This is an optimization exercise on Yosys and OpenROAD, whose aim is a short achievable clock period and few clock cycles, not a production implementation. The RTL was checked by simulation tests, not by an equivalence proof against the original design. Power and IR drop assume default switching activity.

==> flow/design.v, too long to show whole: its modules and the start of the top module <==
// module armv4core: 1114 lines
// module ks_add32: 30 lines
module armv4core (
    input clk,
    input rst_n,
    input en,
    input           i_irq,
    input [31:0]    i_irq_r0,
    output          o_rom_en,
    output [31:0]   o_rom_addr,
    input [31:0]    i_rom_data,
    output          o_ram_en,
    output          o_ram_wr,
    output [1:0]    o_ram_size,
    output [31:0]   o_ram_addr,
    input [31:0]    i_ram_rdata,
    output [31:0]   o_ram_wdata
);
  // ...
==> flow/flow/run.sh <==
#!/bin/bash
set -uo pipefail
MARGIN=$(cat flow/margin.txt 2>/dev/null || echo 8)
bash standard.sh SETUP_SLACK_MARGIN=$MARGIN "BUFFER_PORTS_ARGS=-buffer_cell sky130_fd_sc_hd__buf_4" finish > standard.log 2>&1
st=$?
cp -f orfs/logs/*/armv4core/base/*.log . 2>/dev/null || true
exit $st
==> flow/flow/margin.txt <==
8
==> flow/standard.sh <==
#!/bin/bash
# synth_recipe.tcl (not shown) runs the flow's synth.tcl, then flattens the netlist and writes it again
# the make line also repeats each setting of config.mk as NAME=value (left out here)
make -C /OpenROAD-flow-scripts/flow DESIGN_CONFIG=/design/flow/config.mk WORK_HOME=/design/flow/orfs CLKGATE_MAP_FILE= SYNTH_SCRIPT=/design/flow/synth_recipe.tcl "${@:-finish}"
==> flow/config.mk <==
export PLATFORM = sky130hd
export DESIGN_NAME = armv4core
export DESIGN_NICKNAME = armv4core
export VERILOG_FILES = /design/flow/design.v
export SDC_FILE = /design/flow/constraint.sdc
export NUM_CORES = 8
export LEC_CHECK = 0
export CAP_MARGIN = 50
export CORE_MARGIN = 2
export CORE_UTILIZATION = 36
export GPL_TIMING_DRIVEN = 1
export SLEW_MARGIN = 50
export SYNTH_HIERARCHICAL = 1
export TNS_END_PERCENT = 100
==> flow/constraint.sdc <==
create_clock -name core_clock -period 12.5 [get_ports {clk}]
set_input_delay 2.5000 -clock core_clock [delete_from_list [all_inputs] [get_ports {clk}]]
set_output_delay 2.5000 -clock core_clock [all_outputs]
set_load 0.01 [all_outputs]
==> impl_metrics.py, run 1 <==
metrics = {
    "power": {
        "power.leakage_nw": 91.9,
        "p_sw_w": 0.0373,
        "seq_power_share_pct": 24.4,
        "power.density_nw_per_um2": 312,
        "powerSeq_w": 0.0168,
        "p_int_w": 0.0318,
        "p_total_w": 0.0691,
    },
    "global_routing": {
        "antenna_found_initial": 185,
        "grt_max_degree": 151,
        "gr-max-usage-layer": "met2",
        "grt.met2_usage_pct": 54.3,
    },
    "timing": {
        "tightest_slew_ns": 0.916,
        "finalClockSkew_ns": 0.134,
        "finalCritPeriodShare_pct": 40.8,
        "worst_slack_ns": 7.40,
        "hold_ws_ns": 0.469,
    },
    "clocking": {
        "numCtsBuffers": 334,
        "cts_tree": "done",
        "cts_hold_buf": 0,
    },
    "finish": {
        "clk_share_pct": 5.11,
        "seq-cell-share_pct": 31.7,
        "nFillCells": 49700,
        "multi_input_comb_cells": 16600,
        "layout.nets": 22200,
        "seqCellArea_um2": 70000,
        "multi_input_area_um2": 113000,
        "final_cell_area_um2": 221000,
    },
    "die": {
        "die_h_um": 719,
        "start_util_pct": 36.1,
        "boundaryPins": 201,
    },
    "routing": {
        "top_layer": "met5",
        "wl_met2_um": 427000,
        "via_per_inst": 6.70,
        "drtIter0Drc": 33200,
    },
    "min_path": {
        "hp-class": "reg2reg",
        "hold_path_depth": 2,
    },
    "placed_design": {
        "place_inst": 27600,
        "place_ws_ns": 5.76,
    },
    "logic_synthesis": {
        "synth_warnings": 20,
        "postSynthNetCount": 22100,
    },
    "critical_path": {
        "cp_num_cells": 16,
        "cp_num_buf_inv": 4,
        "slowest_delay_ns": 0.67,
        "critPathTopFamily": "compound AO/OA/AOI/OAI gates",
    },
    "status": {
        "status": "complete, no violations",
    },
}
Testbench counts, summed over its fixed seeds: cycles 179,045.
==> run 2: changes to the inputs <==
--- a/flow/design.v
+++ b/flow/design.v
@@ -313,17 +313,25 @@
     wire efc = e_we & (rd_e == rc_sel) & (rc_sel != 4'd15);
     wire wfa = w_we & (w_rd == ra_idx) & (ra_idx != 4'd15);
     wire wfb = w_we & (w_rd == rb_idx) & (rb_idx != 4'd15);
     wire wfc = w_we & (w_rd == rc_sel) & (rc_sel != 4'd15);
     wire [31:0] ra_p = efa ? e_data : wfa ? w_data : rfa;
     wire [31:0] rb_p = efb ? e_data : wfb ? w_data : rfb;
     wire qfc = eq_v & (eq_idx == rc_sel) & (rc_sel != 4'd15);
     wire [31:0] rc_p = efc ? e_data : wfc ? w_data : qfc ? eq_data : rfc;
-    wire [31:0] rs_src = (efc & e_early_q) ? early_val_e : wfc ? w_data : qfc ? eq_data : rfc;
+    reg  [7:0] rs_rf;
+    always @(*) begin
+        rs_rf = rc_pc ? pc8_r[7:0] : 8'd0;
+        for (k = 0; k < 15; k = k + 1) rs_rf = rs_rf | ({8{rc_sel1h[k]}} & rcur[k][7:0]);
+    end
+    wire rs_ok = rc_idx != 4'd15;
+    wire [7:0] rs_src = (e_early_q & e_we & (rd_e == rc_idx) & rs_ok) ? early_val_e[7:0] :
+                        (w_we & (w_rd == rc_idx) & rs_ok) ? w_data[7:0] :
+                        (eq_v & (eq_idx == rc_idx) & rs_ok) ? eq_data[7:0] : rs_rf;
     wire [31:0] rd_p = rc_p;
     wire [31:0] ra_x = rfa;
     wire [31:0] rb_x = rfb;
     wire e_late_wr = e_late_q | e_earlyc_q;
     wire ra_early_x = ra_early & ~((r_ldr | r_hw) & r_store & ins_r[24]);
     wire r_lcmp = ~r_irq & (r_dp_i | (r_dp_rs & r_lsl0)) & ((ins_r[24:21] == 4'b1010) | (ins_r[24:21] == 4'b1011));
     wire e_ld_sx = sign_e & ~k_blk;      
     wire r_lcmp_ok = r_lcmp & ~e_ld_sx;
@@ -629,18 +637,19 @@
     wire [31:0] pb_base = adv ? d_rfb : rb_val;
     wire pa_e = e_we & (rd_e == pa_idx) & (pa_idx != 4'd15);
     wire pa_w = w_we & (w_rd == pa_idx) & (pa_idx != 4'd15);
     wire pb_e = e_we & (rd_e == pb_idx) & (pb_idx != 4'd15);
     wire pb_w = w_we & (w_rd == pb_idx) & (pb_idx != 4'd15);
     wire pa_q = eq_v & (eq_idx == pa_idx) & (pa_idx != 4'd15);
     wire pb_q = eq_v & (eq_idx == pb_idx) & (pb_idx != 4'd15);
     wire go_n = v_r & adv;
-    wire r_movx = ~r_irq & (r_dp_i | (r_dp_rs & r_lsl0)) & (ins_r[24:21] == 4'b1101 || ins_r[24:21] == 4'b1111);
-    wire [31:0] mov_val = (r_dp_i ? r_imm : rb_p) ^ {32{ins_r[22]}};
+    wire r_movx = ~r_irq & (r_dp_i | (r_dp_rs & r_lsl0)) & (ins_r[24:21] == 4'b1101 || ins_r[24:21] == 4'b1111) &
+                  ~(~r_dp_i & e_late_wr & (rd_e == rb_idx));
+    wire [31:0] mov_val = (r_dp_i ? r_imm : efb ? early_val_e : wfb ? w_data : rb_val) ^ {32{ins_r[22]}};
     wire r_wbP = (r_ldr | r_hw) & ins_r[21] & ins_r[24];
     wire [3:0] n_eld_rd = e_busy ? nk : (r_blk ? r_first_k : ins_r[15:12]);
     wire [15:0] n_eld_oh = 16'd1 << n_eld_rd;
     wire n_eld = e_busy ? (k_blk & blk_l_e & (acc_left > 5'd1)) :
                  (go_n & ~r_irq & (((r_ldr | r_hw) & r_load) | r_swp | (r_blk & r_load)));
     wire n_late = ~e_busy & go_n & ((r_irq | ((r_dp_i | r_dp_rs | r_dp_rr) & x_rdwe & ~r_movx) | r_mrs |
                   (r_blk & ins_r[21]) | ((r_ldr | r_hw) & ~ins_r[24]) | (defer_r & ins_r[21])) |
                   (~r_irq & (ins_r[31:28] != 4'he) & ((r_b & r_bl) | (r_wbP & ~defer_r) | r_movx)));
==> flow/config.mk (replaced) <==
export PLATFORM = sky130hd
export DESIGN_NAME = armv4core
export DESIGN_NICKNAME = armv4core
export VERILOG_FILES = /design/flow/design.v
export SDC_FILE = /design/flow/constraint.sdc
export NUM_CORES = 8
export LEC_CHECK = 0
export CAP_MARGIN = 50
export CORE_MARGIN = 2
export CORE_UTILIZATION = 30
export GPL_TIMING_DRIVEN = 1
export SLEW_MARGIN = 50
export SYNTH_HIERARCHICAL = 1
export TNS_END_PERCENT = 100
==> run 2 against run 1 <==
  * Still clean
  * Setup slack gained 0.21 ns
  * Global-route usage shrank 5.2 points
  * Non-clock buffer count shrank 64
  * Sequential power grew 4%
  * Flip-flop and latch count is the same
  * First-iteration DRC count grew 3.0%
  * Clock-buffer cell count shrank 11
  * Clock power is essentially flat
  * Die area grew 22%
  * Critical path type unchanged
==> impl_metrics.py, run 2 <==
metrics = {
    "status": {
        "status": "complete, no violations",
    },
    "power": {
        "power.leakage_nw": 92.1,
        "peakVddDrop_uv": 610,
        "power.density_nw_per_um2": 311,
        "p_total_w": 0.0700,
    },
    "finish": {
        "layout_common_cells": "3224 x nand2_1, 2555 x dfrtp_1, 1875 x nor2_1, 1612 x o21ai_0, 1524 x a21oi_1",
        "final_util_pct": 36.1,
        "nFillCells": 63700,
        "mostFrequentLayoutCell": "nand2_1",
        "reg_top3": "rcur: 480 flops, rsh: 480 flops, pht: 128 flops",
        "multi_input_area_um2": 115000,
        "drive_gt1_share_pct": 19.9,
        "layout.nets": 22500,
        "area_delta_synth_final_pct": 20.2,
        "final_cell_area_um2": 225000,
        "seqCellArea_um2": 70000,
    },
    "timing": {
        "drv_slew": 0,
        "timing.fmax_mhz": 204,
        "tightest_slew_ns": 0.933,
        "finalSetupViolations": 0,
        "period_minus_slack_ns": 4.89,
        "setup_tns_ns": 0,
        "worst_slew_margin_rel_pct": 37.8,
        "rsz0062_at_grt": "true",
        "hold_violations": 0,
        "finalClockSkew_ns": 0.110,
        "finalCritPeriodShare_pct": 39.2,
    },
    "logic_synthesis": {
        "synth_warnings": 20,
        "synth_cells": 22200,
        "synth_area_um2": 187000,
        "postSynthNetCount": 22600,
        "syn_avg_cell_area_um2": 8.44,
    },
    "clocking": {
        "root_buffer": "clkbuf_16",
        "cts_sinks": 2785,
        "cts_max_level": 5,
        "cts_hold_buf": 0,
        "clock_path_buffers": 4,
        "cts_tree": "done",
        "worstSkewPairLatency_ns": 1.12,
        "numCtsBuffers": 339,
        "clkTransAtPathRegs_ns": 0.06,
    },
    "die": {
        "coreArea_um2": 623000,
        "num_rows": 290,
        "die-area_um2": 630000,
        "boundaryPins": 201,
        "start_util_pct": 30.0,
        "die_h_um": 794,
        "fp.dieW_um": 794,
    },
    "critical_path": {
        "required_ns": 13.43,
        "end_kind": "flop",
        "critPathKind": "reg2reg",
        "arrival_ns": 5.82,
        "setup.worst_path.start_class": "flop",
        "rr_worst_depth": 18,
        "cp-startpoint": "nzcv[1]$_DFFE_PN0P_",
        "r2r-start": "nzcv[1]$_DFFE_PN0P_",
        "crit_fanout": 6,
    },
    "global_routing": {
        "grt_max_degree": 109,
        "grt_pass1_vias": 180000,
        "antenna_found_initial": 188,
        "grt_use_total_pct": 36.2,
        "grt_overflow": 0,
        "grt_pass1_wl_um": 1600000,
    },
    "routing": {
        "via_per_inst": 6.51,
        "drt.antenna.violating_nets": 0,
        "drtIter0Drc": 34200,
        "routed_wl_um": 1210000,
        "dr.pass1.iters": 14,
        "route.detailed.drc": 0,
        "routedWlPerCell_um": 39.2,
        "vias": 201000,
    },
    "placed_design": {
        "dp_hpwl_um": 853000,
        "place.port_buffers": 200,
        "postPlaceCellArea_um2": 202000,
        "routabilityCongestion": 1.08,
    },
    "min_path": {
        "hp-class": "reg2reg",
        "worstHoldStart": "pr_idx[1]$_DFFE_PN0P_",
        "hold_path_depth": 2,
    },
    "flow_run": {
        "cap_violations": 0,
    },
}
-- run 2: worst paths after layout --
kind / end / slack, ns
max in group asynchronous: btb_tag[4][6]$_DFFE_PN0P_ / 8.38
max: op1_e[9]$_DFFE_PN0P_ / 7.61
min in group asynchronous: rsh[1][6]$_DFFE_PN0P_ / 1.34
max reg2reg: op1_e[9]$_DFFE_PN0P_ / 7.61
min: idx_e[1]$_DFFE_PN0P_ / 0.47
min reg2reg: idx_e[1]$_DFFE_PN0P_ / 0.47
-- run 2: repair_timing --
item,4_1_cts,5_1_grt
cloned,23,22
setup buffers,226,198
pin swaps,157,240
endpoints found under the setup margin,1736,1261
resized for setup,665,481
-- run 2: per-stage QoR --
step           std cells  setup slack (ns)  hold slack, ns
2_1_floorplan      22200              7.44           0.438
3_3_place_gp       29500              5.66           0.450
3_5_place_dp       29600              5.95           0.464
4_1_cts            30500              7.71           0.478
5_1_grt            30700              7.69           0.497
6_report           30900              7.61           0.467
-- run 2: layout make-up --
class / count / share of cell area, %
multi-input combinational: 17000 / 51.0
sequential: 2785 / 31.2
timing repair buffer: 1575 / 7.20
tap: 8322 / 4.63
clock buffer: 474 / 4.27
clock inverter: 150 / 0.878
inverter: 406 / 0.690
antenna: 172 / 0.191
-- run 2: critical path, cell delays in order, from the launching register on --
cell	delay, ns
dfrtp_1	0.40
buf_12	0.16
a21o_4	0.23
fa_2	0.35
a21oi_2	0.18
o211ai_1	0.20
buf_4	0.20
buf_6	0.11
o2111ai_4	0.24
buf_4	0.15
nand2_1	0.05
xor2_1	0.17
a21oi_2	0.60
o21ai_0	0.20
nand2b_2	0.48
xor2_1	0.13
o21ai_0	0.70
nand2_1	0.11
o21ai_0	0.11
-- run 2: per-layer routing --
| layer | global-route usage (%) | share of wire (%) |
|---|---|---|
| met1 | 44.1 | 37 |
| met2 | 50.2 | 39 |
| met3 | 15.6 | 14 |
| met4 | 27.3 | 10 |
| met5 | 0.597 | 0.096 |
-- run 2: power breakdown --
group	switching, W	internal, W	total [W]
registers	0.00584	0.0117	0.0175
logic	0.0278	0.0140	0.0418
clock network	0.00464	0.00606	0.0107
total	0.0382	0.0318	0.0700
Testbench counts of run 2, summed over its fixed seeds: cycles 179,045.
==> run 3: changes to the inputs <==
--- a/flow/config.mk
+++ b/flow/config.mk
@@ -7,7 +7,7 @@
 export LEC_CHECK = 0
 export CAP_MARGIN = 50
 export CORE_MARGIN = 2
-export CORE_UTILIZATION = 30
+export CORE_UTILIZATION = 26
 export GPL_TIMING_DRIVEN = 1
 export SLEW_MARGIN = 50
 export SYNTH_HIERARCHICAL = 1
==> run 3 against run 2 <==
  * Clock skew up 0.013 ns
  * Clock power up 4%
  * Total power grew 4.1%
  * Die area grew 15%
  * Hold slack got worse by 0.0074 ns
  * Flip-flop and latch count is the same
  * Global-route usage is 4.1 points lower
  * Critical endpoint is now pc_f[29]$_DFFE_PN0P_
  * Maximum frequency increased by 0.80%
  * Combinational power is 6.0% higher
==> impl_metrics.py, run 3 <==
metrics = {
    "critical_path": {
        "required_ns": 13.42,
        "arrival_ns": 5.77,
        "reg2reg_to": "pc_f[29]$_DFFE_PN0P_",
        "setup.worst_path.start_class": "flop",
        "critPathKind": "reg2reg",
        "crit_fanout": 4,
        "r2r-start": "nzcv[1]$_DFFE_PN0P_",
        "rr_worst_depth": 21,
        "r2r_setup_slack_ns": 7.64,
        "end_kind": "flop",
    },
    "logic_synthesis": {
        "synth_area_um2": 187000,
        "synth_warnings": 20,
        "synth_cells": 22200,
        "postSynthNetCount": 22600,
        "syn_avg_cell_area_um2": 8.44,
    },
    "routing": {
        "via_per_inst": 6.22,
        "dr.pass1.iters": 22,
        "routedWlPerCell_um": 38.7,
        "vias": 200000,
        "routed_wl_um": 1240000,
        "route.detailed.drc": 0,
        "drtIter0Drc": 33000,
        "drt.antenna.violating_nets": 0,
    },
    "timing": {
        "timing.fmax_mhz": 206,
        "finalCritPeriodShare_pct": 38.8,
        "worst_slack_ns": 7.64,
        "tightest_slew_ns": 0.878,
        "finalSetupViolations": 0,
        "worst_slew_margin_rel_pct": 41.5,
        "hold_violations": 0,
        "period_minus_slack_ns": 4.86,
        "drv_slew": 0,
        "setup_tns_ns": 0,
        "finalClockSkew_ns": 0.123,
        "rsz0062_at_grt": "true",
    },
    "die": {
        "num_rows": 311,
        "fp.dieW_um": 852,
        "boundaryPins": 201,
        "coreArea_um2": 717000,
        "start_util_pct": 26.1,
        "die-area_um2": 726000,
        "die_h_um": 852,
    },
    "flow_run": {
        "cap_violations": 0,
    },
    "finish": {
        "layout.nets": 22600,
        "layout_common_cells": "3222 x nand2_1, 2572 x dfrtp_1, 1847 x nor2_1, 1581 x o21ai_0, 1517 x a21oi_1",
        "final_cell_area_um2": 229000,
        "nFillCells": 74200,
        "final_cells": 32100,
        "drive_gt1_share_pct": 20.9,
        "mostFrequentLayoutCell": "nand2_1",
        "area_delta_synth_final_pct": 22.5,
        "reg_top3": "rcur: 480 flops, rsh: 480 flops, pht: 128 flops",
    },
    "power": {
        "power.leakage_nw": 93.3,
        "peakVddDrop_uv": 911,
        "power.density_nw_per_um2": 318,
    },
    "placed_design": {
        "place_ws_ns": 5.83,
        "routabilityCongestion": 1.11,
        "postPlaceCellArea_um2": 205000,
        "dp_hpwl_um": 890000,
        "place_inst": 30900,
        "place.port_buffers": 200,
    },
    "min_path": {
        "hold_path_depth": 2,
        "worstHoldStart": "pr_idx[0]$_DFFE_PN0P_",
        "hold_end": "idx_e[0]$_DFFE_PN0P_",
        "hp-class": "reg2reg",
    },
    "clocking": {
        "cts_max_level": 5,
        "clock_path_buffers": 4,
        "cts_sinks": 2785,
        "cts_hold_buf": 0,
        "cts_tree": "done",
        "clkTransAtPathRegs_ns": 0.07,
        "worstSkewPairLatency_ns": 1.14,
        "numCtsBuffers": 340,
        "root_buffer": "clkbuf_16",
    },
    "status": {
        "status": "complete, no violations",
    },
    "global_routing": {
        "grt_pass1_vias": 180000,
        "antenna_found_initial": 171,
        "grt_use_total_pct": 32.1,
        "grt_pass1_wl_um": 1630000,
        "grt_overflow": 0,
        "grt_max_degree": 160,
    },
}
[run 3: cell count changes in the layout (fill, tap and decap cells not counted), moves of 16 or more]
cell      previous run  this run
o21ai_0           1612      1581
buf_4             1140      1156
dfrtp_1           2555      2572
buf_12             115       148
nor2_4              35        60
o21ai_2             51        74
a221oi_1           172       156
buf_6              146       192
diode_2            172       117
nor2_1            1875      1847
dfrtp_2            140       123
[run 3: layout make-up]
type / count / area (um^2) / area share, %
sequential: 2785 / 70000 / 30.6
clock buffer: 476 / 9820 / 4.29
antenna: 117 / 293 / 0.128
timing repair buffer: 1682 / 17700 / 7.70
clock inverter: 154 / 2310 / 1.01
inverter: 406 / 1570 / 0.685
tap: 9546 / 11900 / 5.21
multi-input combinational: 17000 / 116000 / 50.4
[run 3: metrics by stage]
| step | power, W | util [%] | hold slack [ns] |
|---|---|---|---|
| floorplan | 0.0338 | - | 0.438 |
| global placement | 0.0533 | 28.1 | 0.456 |
| detailed placement | 0.0541 | 28.6 | 0.456 |
| CTS | 0.0677 | 31.1 | 0.454 |
| global route | 0.0736 | 31.9 | 0.492 |
| finish | 0.0729 | 32.0 | 0.460 |
[run 3: worst max-delay path: stages, from the launching register on]
cell and delay [ns]:
dfrtp_1 0.40, buf_12 0.14, a21o_4 0.23, fa_2 0.38, a21oi_4 0.15, o211ai_1 0.21, o2111a_2 0.35, o21a_1 0.22
a221o_2 0.37, mux2i_1 0.21, a2111oi_2 0.06, nand2_1 0.10, o31ai_2 0.08, buf_6 0.18, nand2_2 0.08, a311oi_2 0.10
a211oi_2 0.34, a31oi_1 0.10, a222oi_1 0.48, buf_2 0.28, nand2b_4 0.14, o211ai_1 0.09
[run 3: timing repair]
| item | in CTS | in global routing |
|---|---|---|
| setup endpoints to repair | 1351 | 636 |
| cloned | 26 | 32 |
| pin swaps | 183 | 297 |
| setup buffers | 230 | 211 |
| gates resized for setup | 773 | 588 |
[run 3: how the worst max path moves through the flow]
| stage | startpoint | end | slack (ns) |
|---|---|---|---|
| 3_3_place_gp | i_ram_rdata[7] | ram_en_q$_DFFE_PN0P_ | 5.50 |
| 6_report | nzcv[1]$_DFFE_PN0P_ | pc_f[29]$_DFFE_PN0P_ | 7.64 |
| 5_1_grt | nzcv[1]$_DFFE_PN0P_ | pc_f[29]$_DFFE_PN0P_ | 7.69 |
| 3_5_place_dp | i_ram_rdata[7] | ra_val[23]$_DFFE_PN0P_ | 5.83 |
| 2_1_floorplan | i_ram_rdata[6] | nzcv[0]$_DFFE_PN0P_ | 7.44 |
| 4_1_cts | nzcv[1]$_DFFE_PN0P_ | pc_f[29]$_DFFE_PN0P_ | 7.78 |
[run 3: report_power, final]
group          total [W]  internal (W)  switching, W
logic             0.0443        0.0150        0.0293
registers         0.0175        0.0117       0.00578
clock network     0.0111       0.00639       0.00468
[run 3: metal layers]
metal | global-route usage (%) | wire, um | vias up
li1 | - | - | 80000
met1 | 38.9 | 455000 | 99200
met2 | 45.1 | 496000 | 15800
met3 | 11.3 | 156000 | 4953
met4 | 27.6 | 137000 | 70
met5 | 0.538 | 930 | -

-- re-timing with driven ports --
No port has a modelled driver above. Below, the same layouts with a new extraction and two added sets of constraints.
Step 1 (the two cells are an assumption about what drives the block):
set clk [get_ports {clk}]
set_driving_cell -lib_cell sky130_fd_sc_hd__clkbuf_16 $clk
set_driving_cell -lib_cell sky130_fd_sc_hd__buf_2 [delete_from_list [all_inputs] $clk]
Step 2 times the ports against the registers' clock, not the clock port: input delays grow and output delays shrink by t, the midpoint of the rising clock arrivals with the driver on.
Three values: ideal ports, drivers, drivers and shift; two values: the first two.
run	t, ns	setup slack, ns	hold slack, ns	slew at the worst register clock pin (ns)	worst slew at a driven data input, ns
run 1	1.161	7.399 / 7.399 / 6.327	0.469 / 0.469 / 0.469	0.07 / 0.07	0.27
run 2	1.206	7.605 / 7.605 / 6.516	0.467 / 0.467 / 0.467	0.08 / 0.08	0.67
run 3	1.218	7.644 / 7.350 / 6.132	0.460 / 0.460 / 0.460	0.08 / 0.08	0.88
After both steps every run listed still meets setup and hold. The setup slack of run 3, which loses most, moves by -0.294 ns with the drivers and by -1.512 ns with both steps.
